This design comes from an exercise in tuning for small area and a short achievable clock period on the open sky130 flow, not from production work. In this exercise RTL edits were held to simulation tests only and were not proved equivalent to the original. Power figures rest on the tool's default switching activity, not on a simulated workload.

--- flow/run.sh ---
#!/bin/bash
# synth_recipe.tcl (not shown) runs the flow's synth.tcl, then flattens the netlist and writes it again
# the make line also repeats each setting of config.mk as NAME=value (left out here)
make -C /OpenROAD-flow-scripts/flow DESIGN_CONFIG=/design/flow/config.mk WORK_HOME=/design/flow/orfs CLKGATE_MAP_FILE= SYNTH_SCRIPT=/design/flow/synth_recipe.tcl finish
--- flow/config.mk ---
export PLATFORM = sky130hd
export DESIGN_NAME = processor_main
export DESIGN_NICKNAME = processor_main
export VERILOG_FILES = /design/flow/design.v
export SDC_FILE = /design/flow/constraint.sdc
export NUM_CORES = 4
export LEC_CHECK = 0
export CAP_MARGIN = 20
export CORE_MARGIN = 2
export CORE_UTILIZATION = 40
export SLEW_MARGIN = 20
--- flow/constraint.sdc ---
create_clock -name core_clock -period 11.0 [get_ports {clk}]
set_input_delay 2.2000 -clock core_clock [delete_from_list [all_inputs] [get_ports {clk}]]
set_output_delay 2.2000 -clock core_clock [all_outputs]
set_load 0.01 [all_outputs]
--- flow/design.v ---
module alu(
    input  [31:0] A, B,
    input         sub,
    input         s_sum, s_slt, s_sltu, s_and, s_or, s_xor, s_sll, s_sr, s_imm,
    input         sra,
    input  [31:0] imm,
    output [31:0] out,
    output [31:0] sum,
    output        lt,       
    output        ltu,      
    output        eq        
);
    wire [31:0] bx = B ^ {32{sub}};
    wire [32:0] s  = {1'b0, A} + {1'b0, bx} + {32'b0, sub};
    assign sum = s[31:0];
    assign lt  = s[31];
    assign ltu = ~s[32];
    assign eq  = (A == B);
    wire big  = |B[31:5];
    wire fill = sra & A[31];
    wire [31:0] shl = A << B[4:0];
    wire [31:0] shr = $signed({fill, A}) >>> B[4:0];
    assign out = ({32{s_sum}}  & sum)
               | ({32{s_slt}}  & {31'b0, lt})
               | ({32{s_sltu}} & {31'b0, ltu})
               | ({32{s_and}}  & (A & B))
               | ({32{s_or}}   & (A | B))
               | ({32{s_xor}}  & (A ^ B))
               | ({32{s_sll & ~big}} & shl)
               | ({32{s_sr}}   & (big ? {32{fill}} : shr[31:0]))
               | ({32{s_imm}}  & imm);
endmodule
module Register_File(
    input             clk,
    input      [4:0]  ra1, ra2,
    output     [31:0] rd1, rd2,
    input             we,
    input      [4:0]  wa,
    input      [31:0] wd
);
    reg [31:0] regs [1:31];
    genvar i;
    generate
        for (i = 1; i < 32; i = i + 1) begin : g_reg
            always @(posedge clk)
                if (we && wa == i) regs[i] <= wd;
        end
    endgenerate
    reg [31:0] r1, r2;
    integer k;
    always @(*) begin
        r1 = 32'b0;
        r2 = 32'b0;
        for (k = 1; k < 32; k = k + 1) begin
            if (ra1 == k) r1 = regs[k];
            if (ra2 == k) r2 = regs[k];
        end
    end
    assign rd1 = r1;
    assign rd2 = r2;
endmodule
`timescale 1ns / 1ps
module processor_main(
    input  clk, reset_n,
    input  [31:0] dmem_datain,
    input  [31:0] imem_data,
    output [31:0] dmem_addr, dmem_dataout, PC,
    output dmem_rw, io_rw
);
    reg  [31:0] pc_q;                  
    reg  [31:0] fd_inst;
    reg         fd_valid;
    reg  [31:0] de_pc, de_rs1, de_rs2, de_imm;
    reg  [4:0]  de_rd;
    reg         de_z;                  
    reg         de_we, de_me;
    reg         de_j, de_beq, de_bne, de_blt, de_bge, de_bltu, de_bgeu;
    reg         de_jalr, de_link, de_auipc, de_load;
    reg         de_fa, de_fb, de_alusrc, de_sub, de_sra;
    reg         de_s_sum, de_s_slt, de_s_sltu, de_s_and, de_s_or, de_s_xor,
                de_s_sll, de_s_sr, de_s_imm;
    reg  [31:0] em_cal, em_x, em_st;
    reg  [4:0]  em_rd;
    reg         em_we, em_me, em_load, em_xsel;
    reg  [31:0] mw_val;
    reg  [4:0]  mw_rd;
    reg         mw_we;
    wire [31:0] ex_a  = de_fa ? em_cal : de_rs1;
    wire [31:0] ex_r2 = de_fb ? em_cal : de_rs2;
    wire [31:0] ex_b  = de_alusrc ? de_imm : ex_r2;
    wire [31:0] alu_out, alu_sum;
    wire        lt, ltu, eq;
    alu u_alu(
        .A(ex_a), .B(ex_b), .sub(de_sub),
        .s_sum(de_s_sum), .s_slt(de_s_slt), .s_sltu(de_s_sltu), .s_and(de_s_and),
        .s_or(de_s_or), .s_xor(de_s_xor), .s_sll(de_s_sll), .s_sr(de_s_sr),
        .s_imm(de_s_imm), .sra(de_sra), .imm(de_imm),
        .out(alu_out), .sum(alu_sum), .lt(lt), .ltu(ltu), .eq(eq)
    );
    wire [31:0] pc_rel = de_pc + {de_imm[30:0], 1'b0} - 32'd4;
    wire taken = de_j | (de_beq & eq) | (de_bne & ~eq) | (de_blt & lt) | (de_bge & ~lt)
               | (de_bltu & ltu) | (de_bgeu & ~ltu);
    wire flush = taken;
    wire [31:0] target = de_jalr ? alu_sum : pc_rel;
    wire [31:0] pc_next = flush ? target : pc_q + 32'd4;
    wire [31:0] ex_x = de_link ? de_pc : de_auipc ? pc_rel : alu_sum;
    wire io_sel = &em_x[31:2];
    assign dmem_addr    = em_x;
    assign dmem_dataout = em_st;
    assign dmem_rw      = em_me & ~io_sel;
    assign io_rw        = em_me & io_sel;
    assign PC           = pc_q;
    wire [31:0] m_val = em_load ? dmem_datain : em_xsel ? em_x : em_cal;
    wire [6:0] op  = fd_inst[6:0];
    wire [2:0] f3  = fd_inst[14:12];
    wire       f7b = fd_inst[30];
    wire [4:0] rs1 = fd_inst[19:15];
    wire [4:0] rs2 = fd_inst[24:20];
    wire [4:0] rd  = fd_inst[11:7];
    wire is_r     = (op == 7'b0110011);
    wire is_i     = (op == 7'b0010011);
    wire is_ld    = (op == 7'b0000011);
    wire is_jalr  = (op == 7'b1100111);
    wire is_st    = (op == 7'b0100011);
    wire is_br    = (op == 7'b1100011);
    wire is_lui   = (op == 7'b0110111);
    wire is_auipc = (op == 7'b0010111);
    wire is_jal   = (op == 7'b1101111);
    wire is_alu   = is_r | is_i;
    wire d_we     = is_r | is_i | is_ld | is_jalr | is_lui | is_auipc | is_jal;
    wire d_alusrc = ~(is_r | is_br);
    reg [31:0] d_imm;
    always @(*) begin
        case (op)
            7'b0110111: d_imm = {fd_inst[31:12], 12'b0};
            7'b0010111: d_imm = {fd_inst[31], fd_inst[31:12], 11'b0};
            7'b1101111: d_imm = {{13{fd_inst[31]}}, fd_inst[19:12], fd_inst[20], fd_inst[30:21]};
            7'b1100111: d_imm = {{20{fd_inst[31]}}, fd_inst[31:20]};
            7'b0010011: d_imm = (f3 == 3'b001 || f3 == 3'b101) ? {27'b0, fd_inst[24:20]}
                                                                : {{20{fd_inst[31]}}, fd_inst[31:20]};
            7'b0100011: d_imm = {{20{fd_inst[31]}}, fd_inst[31:25], fd_inst[11:7]};
            7'b0000011: d_imm = {{20{fd_inst[31]}}, fd_inst[31:20]};
            7'b1100011: d_imm = {{20{fd_inst[31]}}, fd_inst[31], fd_inst[7], fd_inst[30:25], fd_inst[11:8]};
            default:    d_imm = 32'b0;
        endcase
    end
    wire [31:0] rf1, rf2;
    Register_File u_rf(
        .clk(clk), .ra1(rs1), .ra2(rs2), .rd1(rf1), .rd2(rf2),
        .we(mw_we), .wa(mw_rd), .wd(mw_val)
    );
    wire m_fwd = em_we | em_me;
    wire m_hit1 = (rs1 == em_rd) & m_fwd & (rs1 != 5'b0);
    wire m_hit2 = (rs2 == em_rd) & m_fwd & (rs2 != 5'b0);
    wire w_hit1 = (rs1 == mw_rd) & mw_we & (rs1 != 5'b0);
    wire w_hit2 = (rs2 == mw_rd) & mw_we & (rs2 != 5'b0);
    wire [31:0] d_rs1 = m_hit1 ? m_val : w_hit1 ? mw_val : rf1;
    wire [31:0] d_rs2 = m_hit2 ? m_val : w_hit2 ? mw_val : rf2;
    wire e_fwd = de_we | de_me;
    wire e_hit1 = (rs1 == de_rd) & e_fwd & (rs1 != 5'b0);
    wire e_hit2 = (rs2 == de_rd) & e_fwd & (rs2 != 5'b0);
    wire f3_0 = (f3 == 3'b000), f3_1 = (f3 == 3'b001), f3_2 = (f3 == 3'b010), f3_3 = (f3 == 3'b011);
    wire f3_4 = (f3 == 3'b100), f3_5 = (f3 == 3'b101), f3_6 = (f3 == 3'b110), f3_7 = (f3 == 3'b111);
    wire d_s_imm  = is_ld | is_lui;
    wire d_s_sll  = is_alu & f3_1;
    wire d_s_slt  = is_alu & f3_2;
    wire d_s_sltu = is_alu & f3_3;
    wire d_s_xor  = is_alu & f3_4;
    wire d_s_sr   = is_alu & f3_5;
    wire d_s_or   = is_alu & f3_6;
    wire d_s_and  = is_alu & f3_7;
    wire d_s_sum  = ~d_s_imm & ~(is_alu & ~f3_0);
    wire d_sub    = is_br | (is_r & f3_0 & f7b) | (is_alu & (f3_2 | f3_3));
    wire bg = fd_valid & ~flush & ~de_z;
    always @(posedge clk or negedge reset_n) begin
        if (~reset_n) begin
            pc_q     <= 32'b0;
            fd_valid <= 1'b0;
            de_z     <= 1'b1;
            de_we    <= 1'b0;
            de_me    <= 1'b0;
            de_j     <= 1'b0;
            de_beq   <= 1'b0;
            de_bne   <= 1'b0;
            de_blt   <= 1'b0;
            de_bge   <= 1'b0;
            de_bltu  <= 1'b0;
            de_bgeu  <= 1'b0;
            em_we    <= 1'b0;
            em_me    <= 1'b0;
            mw_we    <= 1'b0;
        end else begin
            pc_q     <= pc_next;
            fd_valid <= ~flush;
            de_z     <= flush | (pc_q == 32'b0);
            de_we    <= fd_valid & ~flush & d_we;
            de_me    <= fd_valid & ~flush & is_st;
            de_j     <= bg & (is_jal | is_jalr | (is_br & f3_2));
            de_beq   <= bg & is_br & f3_0;
            de_bne   <= bg & is_br & f3_1;
            de_blt   <= bg & is_br & f3_4;
            de_bge   <= bg & is_br & f3_5;
            de_bltu  <= bg & is_br & f3_6;
            de_bgeu  <= bg & is_br & f3_7;
            em_we    <= de_we;
            em_me    <= de_me;
            mw_we    <= em_we;
        end
    end
    always @(posedge clk) begin
        fd_inst   <= imem_data;
        de_pc     <= pc_q;
        de_rs1    <= d_rs1;
        de_rs2    <= d_rs2;
        de_imm    <= d_imm;
        de_rd     <= rd;
        de_jalr   <= is_jalr;
        de_link   <= is_jal | is_jalr;
        de_auipc  <= is_auipc;
        de_load   <= is_ld;
        de_fa     <= e_hit1;
        de_fb     <= e_hit2;
        de_alusrc <= d_alusrc;
        de_sub    <= d_sub;
        de_sra    <= f7b;
        de_s_sum  <= d_s_sum;
        de_s_slt  <= d_s_slt;
        de_s_sltu <= d_s_sltu;
        de_s_and  <= d_s_and;
        de_s_or   <= d_s_or;
        de_s_xor  <= d_s_xor;
        de_s_sll  <= d_s_sll;
        de_s_sr   <= d_s_sr;
        de_s_imm  <= d_s_imm;
        em_cal    <= alu_out;
        em_x      <= ex_x;
        em_st     <= ex_r2;
        em_rd     <= de_rd;
        em_load   <= de_load;
        em_xsel   <= de_link | de_auipc;
        mw_val    <= m_val;
        mw_rd     <= em_rd;
    end
endmodule
==> flow_summary_export.csv, run 1 <==
group,metric,value,unit
status,status,"complete, no violations",
critical_path,start_kind,"flip-flop",
clocking,cts_buffers,151,
sta,period_share,60.84,%
drt,drtIter0Drc,9286,
global_route,grt_usage,37.30,%
critical_path,cp.required,11700,ps
floorplanning,die_w,417.4,µm
floorplanning,die_area,174200,µm²
critical_path,end_kind,"flip-flop",
global_route,grtUsageMet1,44.26,%
synth,synth_edf_count,992,
clocking,cts_resized,0,
synth,async_flop_share,3.380,%
sta,whs,332.2,ps
final_layout,drive_above_1_share,11.90,%
power,comb_power_share,23.9,%
sta,finalWorstPathRequiredPeriod,6693,ps
power,p_int,10.25,mW
drt,drcViolationCount,0,
floorplanning,start_util,40.30,%
global_route,grt_pass1_wl,454600,µm
synth,netlist.area_leader.share,43.57,%
global_route,antenna_found_initial,26,
synth,dominantRegCellSynth,"edfxtp_1",
drt,firstDrtPassIters,10,
synth,synth_top_area_cell,"edfxtp_1",
synth,seq_area_frac_synth,54.71,%
drt,drt_wl_total,335300,µm
critical_path,worstPathArrival,7390,ps
global_route,grt_start_max_net_pins,75,
clocking,clkTransAtPathRegs,70,ps
final_layout,multiInputGateArea,28910,µm²
clocking,cts_buffer_depth,3,
floorplanning,rows,151,
synth,synth.distinct_cells,93,
floorplanning,io_pins,164,
clocking,postCtsHoldBufs,0,
placed_design,dp_slack,4453,ps
final_layout,fin_util,46.37,%
placed_design,place_inst,8440,
placed_design,dp_hpwl,233700,µm
drt,ant_nets,0,
power,power.leakage,28.52,nW
global_route,gr-usage-met2,57.16,%
synth,synthCells,6221,
clocking,cts.sinks,1361,
synth,syn_nets,6446,
sta,rsz0062_at_grt,"false",
global_route,busiest_layer,"met2",
power,power.total,15.40,mW
power,switching_share,33.42,%
hold_path,hold_class,"reg -> reg",
final_layout,area_growth,15.06,%
sta,hold_viol,0,
sta,clock.fmax,0.1494,GHz
power,seqPwrFrac,42.7,%
sta,setup-tns-final,0,ps
synth,synth-seq-cells,1361,
final_layout,regArea,37450,µm²
clocking,root_buffer,"clkbuf_16",
floorplanning,coreArea,169700,µm²
synth,synth.avg_cell_area,10.99,µm²
final_layout,fin_cells,8735,
sta,drv_slew,0,
floorplanning,dieHeight,417.4,µm
flow_run,max_cap_violations,0,
global_route,grt_pass1_vias,56220,
critical_path,worstPathMaxFanout,43,
global_route,use_met3,11.48,%
drt,viasPerCell,6.820,
clocking,clkLatencyLatePin,860,ps
clocking,cts_tree,"yes",
final_layout,layout.nets,6604,
synth,netlist_area,68370,µm²
clocking,cts_max_level,4,
clocking,post_cts_buffers,0,
power,powerDensity,195.7,nW/µm²
drt,wl_per_cell,38.38,µm
sta,tightest_slew,1303,ps
global_route,grt.overflow.total,0,
sta,relSlewSlack,12.19,%
placed_design,gp_congestion,1.022,
final_layout,fill_cells,15550,
power,ir_drop,162.6,µV
sta,fin_skew,79.62,ps
placed_design,place_area,73610,µm²
power,p_sw,5.146,mW
drt,via_count,59580,
sta,finalSetupViolCount,0,
synth,synthTopCellsByArea,"edfxtp_1, dfxtp_1, mux2i_1",
final_layout,design_area,78660,µm²
critical_path,critPathKind,"reg -> reg",
power,clkPwrFrac,33.5,%
placed_design,io_buffers,163,
sta,fin_ws,4307,ps
synth,ys.warnings.count,3,
[state kept, by name (all words and copies together) (netlist names), 5 cells and up]
name	flops
de_rd	5
mw_val	32
de_rs2	32
de_rs1	32
em_st	32
fd_inst	32
u_rf.regs	992
em_rd	5
pc_q	32
em_cal	32
em_x	32
de_pc	32
mw_rd	5
de_imm	32
[routing by layer]
| metal | up-vias | share of wire (%) |
|---|---|---|
| li1 | 24280 | - |
| met2 | 4693 | 44 |
| met1 | 29370 | 35 |
| met4 | 28 | 8.9 |
| met5 | - | 0.062 |
| met3 | 1205 | 13 |
[critical path, stage by stage, from the launching register on]
cell	delay, ps
dfxtp_1	310
buf_4	460
mux2_2	440
o21ai_2	120
buf_4	370
inv_2	280
o21a_1	290
fa_1	490
a211o_1	360
a211o_1	340
and3_4	220
o21ai_1	300
a31oi_1	240
a311o_1	470
a211o_1	300
a21o_1	230
o2111ai_4	180
buf_4	650
mux2_2	410
[logic make-up after synthesis]
family                     Yosys count  synth area share [%]
muxes                              533                 8.482
buffers and inverters              654                 3.666
adders and majority gates          159                 2.932
DFF                               1361                 54.71
xor gates and xnor gates           131                 1.678
AOI/OAI and AO/OA                 1917                 18.79
and+or+nand+nor                   1466                 9.738
[cell usage after synthesis, types with 51 or more instances]
cell / instances
a211oi_1: 54
a21oi_1: 352
a221oi_1: 95
a22oi_1: 185
a31oi_1: 91
buf_1: 58
clkbuf_1: 325
dfxtp_1: 323
edfxtp_1: 992
ha_1: 157
inv_1: 238
mux2_2: 123
mux2i_1: 384
nand2_1: 524
nand3_1: 139
nand4_1: 60
nor2_1: 412
nor3_1: 101
o211ai_1: 68
o21ai_0: 425
o221ai_1: 51
o22ai_1: 179
xnor2_1: 90
[final cells by class]
type | instances | area share (%)
clock buffers | 206 | 5.327
well taps | 2218 | 3.528
multi-input cells | 4206 | 36.75
flip-flops and latches | 1361 | 47.60
repair buffers | 420 | 4.651
diodes | 13 | 0.04135
clock inverters | 72 | 0.9623
inverters | 239 | 1.140
[cells in the final DEF, fill, tap and decap left out, types with 24 or more instances in the layout]
| cell | count |
|---|---|
| a221o_1 | 27 |
| nand2_1 | 520 |
| mux2_2 | 123 |
| o211ai_1 | 68 |
| nor4_1 | 28 |
| clkbuf_16 | 155 |
| o221ai_1 | 51 |
| xor2_1 | 41 |
| nand4_1 | 60 |
| clkbuf_1 | 39 |
| edfxtp_1 | 992 |
| buf_4 | 248 |
| nor3_1 | 91 |
| nor2_1 | 365 |
| a22oi_1 | 185 |
| xnor2_1 | 90 |
| a211oi_1 | 54 |
| mux4_2 | 24 |
| a21oi_1 | 352 |
| a222oi_1 | 48 |
| a22o_1 | 50 |
| a221oi_1 | 95 |
| inv_1 | 237 |
| a21o_1 | 42 |
| nand3_1 | 139 |
| and3_1 | 35 |
| nor2_4 | 34 |
| clkdlybuf4s50_1 | 162 |
| clkinv_1 | 29 |
| mux2i_1 | 382 |
| o22ai_1 | 178 |
| dfxtp_1 | 299 |
| dfrtp_1 | 45 |
| a31oi_1 | 91 |
| ha_1 | 157 |
| nor2b_1 | 26 |
| o21ai_0 | 421 |
[path summary, 6_finish.rpt]
kind                               from        to  slack (ps)  depth (start not counted)
worst max-delay path              de_fb   pc_q[0]        4310                         18
worst min-delay path            de_load   em_load         330                          0
worst max register to register    de_fb   pc_q[0]        4310                         18
worst min register to register  de_load   em_load         330                          0
max in group asynchronous       reset_n     mw_we        8990                          2
min in group asynchronous       reset_n  pc_q[14]        1510                          2
[power groups by stage]
stage / Sequential [mW] / Combinational, mW / Clock [mW]
global placement: 6.65 / 3.54 / 0
floorplan: 6.50 / 1.96 / 0
global route: 6.58 / 3.90 / 5.36
detailed placement: 6.65 / 3.56 / 0
CTS: 6.54 / 3.58 / 5.16
finish: 6.57 / 3.68 / 5.15
==> run 2: changes to the inputs <==
--- a/flow/config.mk
+++ b/flow/config.mk
@@ -9,3 +9,4 @@
 export CORE_MARGIN = 2
-export CORE_UTILIZATION = 40
+export CORE_UTILIZATION = 60
+export CTS_BUF_LIST = sky130_fd_sc_hd__clkbuf_4 sky130_fd_sc_hd__clkbuf_8
 export SLEW_MARGIN = 20
==> flow_summary_export.csv, run 2 <==
group,metric,value,unit
status,status,"complete, no violations",
power,power.leakage,28.33,nW
synth,netlist_area,68370,µm²
global_route,grt_start_max_net_pins,83,
final_layout,drive_above_1_share,13.72,%
synth,synth.avg_cell_area,10.99,µm²
critical_path,slowest_delay,720,ps
synth,dominantRegCellSynth,"edfxtp_1",
sta,tightest_slew,1262,ps
floorplanning,rows,123,
sta,rsz0062_at_grt,"false",
clocking,post_cts_buffers,0,
final_layout,mostFrequentLayoutCell,"edfxtp_1",
flow_run,max_cap_violations,0,
final_layout,final_cell_mix,"edfxtp_1, nand2_1, o21ai_0, mux2i_1, nor2_1",
drt,via_count,61510,
critical_path,crit_family,"compound AO/OA/AOI/OAI gates",
global_route,use_met3,24.81,%
clocking,cts_resized,0,
sta,finalSetupViolCount,0,
clocking,root_buffer,"clkbuf_8",
clocking,cts_max_level,4,
sta,relSlewSlack,15.11,%
floorplanning,start_util,60.61,%
critical_path,start_kind,"flip-flop",
hold_path,hp-start,"de_load",
critical_path,ff2ff_path_depth,17,
final_layout,layout.nets,6643,
critical_path,r2r_end,"pc_q[1]",
final_layout,top_register,"u_rf.regs",
power,seqPwrFrac,45.2,%
synth,synth.distinct_cells,93,
synth,async_flop_share,3.380,%
sta,period_share,65.04,%
power,comb_power_share,24.2,%
synth,synth_most_common_cell,"edfxtp_1",
critical_path,slowest_stage,"buf_4",
power,clkPwrFrac,30.6,%
sta,hold_viol,0,
floorplanning,die_area,116700,µm²
power,ir_drop,207.7,µV
sta,fin_skew,33.77,ps
final_layout,area_growth,12.70,%
clocking,cts_buffers,217,
drt,drt_wl_total,301900,µm
floorplanning,die_w,341.6,µm
floorplanning,coreArea,112800,µm²
synth,ys.warnings.count,3,
power,p_int,9.731,mW
synth,synth-seq-cells,1361,
synth,netlist.area_leader.share,43.57,%
clocking,clkLatencyLatePin,970,ps
global_route,busiest_layer,"met1",
synth,syn_nets,6446,
power,switching_share,33.97,%
sta,fin_ws,3846,ps
critical_path,critPathKind,"reg -> reg",
drt,drcViolationCount,0,
synth,synth_edf_count,992,
placed_design,dp_slack,4172,ps
global_route,grt_pass1_vias,56630,
critical_path,r2r_setup_slack,3850,ps
synth,synthCells,6221,
hold_path,hold_end,"em_load",
drt,wl_per_cell,37.14,µm
global_route,antenna_found_initial,34,
floorplanning,dieHeight,341.6,µm
critical_path,crit_buf_inv,3,
global_route,grt.overflow.total,0,
sta,drv_slew,0,
clocking,cts_buffer_depth,3,
drt,viasPerCell,7.566,
placed_design,dp_hpwl,211200,µm
global_route,gr-usage-met2,67.31,%
synth,synth_common_cells,"edfxtp_1, nand2_1, o21ai_0",
global_route,grt_pass1_wl,417100,µm
critical_path,crit_path_cell_trace,"buf_4 > mux2_2 > mux2i_4 > buf_4 > xnor2_1 > ha_1 > a211o_1 > a211o_1 > and3_4 > o21ai_1 > a31oi_1 > a311o_1 > a211o_1 > a21o_1 > o2111ai_4 > buf_4 > mux2_2",
synth,synth_top_area_cell,"edfxtp_1",
hold_path,hold_depth,0,
final_layout,largest_reg_flops,992,
clocking,clkTransAtPathRegs,70,ps
power,power.total,14.74,mW
critical_path,regToRegStartpoint,"de_fb",
clocking,cts_tree,"yes",
power,powerDensity,191.3,nW/µm²
critical_path,worstPathArrival,8010,ps
clocking,postCtsHoldBufs,0,
critical_path,worstPathMaxFanout,66,
global_route,grt_usage,50.51,%
clocking,cts.sinks,1361,
critical_path,cp.required,11850,ps
synth,synthTopCellsByArea,"edfxtp_1, dfxtp_1, mux2i_1",
sta,finalWorstPathRequiredPeriod,7154,ps
placed_design,gp_congestion,1.092,
floorplanning,io_pins,164,
global_route,grtUsageMet1,68.35,%
drt,firstDrtPassIters,12,
sta,setup-tns-final,0,ps
hold_path,hold_class,"reg -> reg",
critical_path,end_kind,"flip-flop",
final_layout,fin_cells,8129,
drt,ant_nets,0,
power,p_sw,5.007,mW
placed_design,io_buffers,163,
synth,seq_area_frac_synth,54.71,%
placed_design,place_inst,7699,
drt,drtIter0Drc,13010,
sta,clock.fmax,0.1398,GHz
run 2: area by class of cell:
| cell class | count | area (µm²) |
|---|---|---|
| fillers | 8354 | 35750 |
| inverters | 239 | 897.1 |
| diodes | 26 | 65.06 |
| well taps | 1500 | 1877 |
| multi-input cells | 4206 | 28920 |
| clock inverters | 95 | 668.1 |
| clock buffers | 309 | 3777 |
| repair buffers | 393 | 3391 |
| flip-flops and latches | 1361 | 37460 |
run 2: layer usage:
| metal | vias up | part of all wire, % |
|---|---|---|
| li1 | 24390 | - |
| met1 | 29330 | 36 |
| met2 | 6449 | 39 |
| met3 | 1302 | 19 |
| met4 | 26 | 5.8 |
| met5 | - | 0.13 |
run 2: worst max path at each step:
stage | slack, ps | depth (start not counted) | startpoint | endpoint
floorplan | 5200 | 21 | de_fb | pc_q[28]
global placement | 4180 | 17 | de_fb | pc_q[31]
detailed placement | 4170 | 17 | de_fb | pc_q[31]
CTS | 4150 | 17 | de_fb | pc_q[31]
global route | 3810 | 17 | de_fb | pc_q[0]
finish | 3850 | 17 | de_fb | pc_q[1]
run 2: logic make-up (layout without fill, tap and decap cells):
logic type      count (synthesis)  count (layout)  share of synthesized area (%)
compound gates               1917            1917                          18.79
xor+xnor                      131             131                          1.678
fa+ha+maj                     159             159                          2.932
buf+inv                       654            1036                          3.666
flops                        1361            1361                          54.71
mux                           533             533                          8.482
other cells                     0              26                              0
simple gates                 1466            1466                          9.738
run 2: power by group through the flow:
stage / clock [mW] / combinational (mW) / sequential [mW]
4_1_cts: 4.49 / 3.38 / 6.61
3_5_place_dp: 0 / 3.35 / 6.72
5_1_grt: 4.70 / 3.74 / 6.66
2_1_floorplan: 0 / 1.96 / 6.50
6_report: 4.51 / 3.57 / 6.66
3_3_place_gp: 0 / 3.31 / 6.71
run 2: through the flow:
step	cell area, µm²	hold WS (ps)	util, %
after floorplan	68370	309.6	-
after global routing	77000	355.8	68.26
final	77050	340.4	68.30
after detailed placement	72490	316.3	64.26
after CTS	76940	340.3	68.21
after global placement	72470	313.4	64.24

[static timing again, ports no longer ideal]
How much do the figures lean on ideal ports? The routed layouts below were timed once more, with nothing changed but the port constraints. Step 1, drivers: a clkbuf_16 drives clk and a buf_2 each remaining input, both assumed. Step 2, shift: input delay + t, output delay - t, t = (earliest + latest rising clock arrival at the registers) / 2. This alone moves slack from input paths to output paths. Three values: ideal ports, drivers, drivers and shift; two values: the first two.
run | shift t [ns] | setup WS [ns] | hold WS [ns] | worst register clock-pin slew, ns
run 1 | 0.901 | 4.307 / 4.307 / 4.307 | 0.332 / 0.332 / 0.332 | 0.07 / 0.07
run 2 | 1.038 | 3.846 / 3.846 / 3.846 | 0.340 / 0.340 / 0.340 | 0.07 / 0.07
After both steps setup and hold are still met in every run listed.
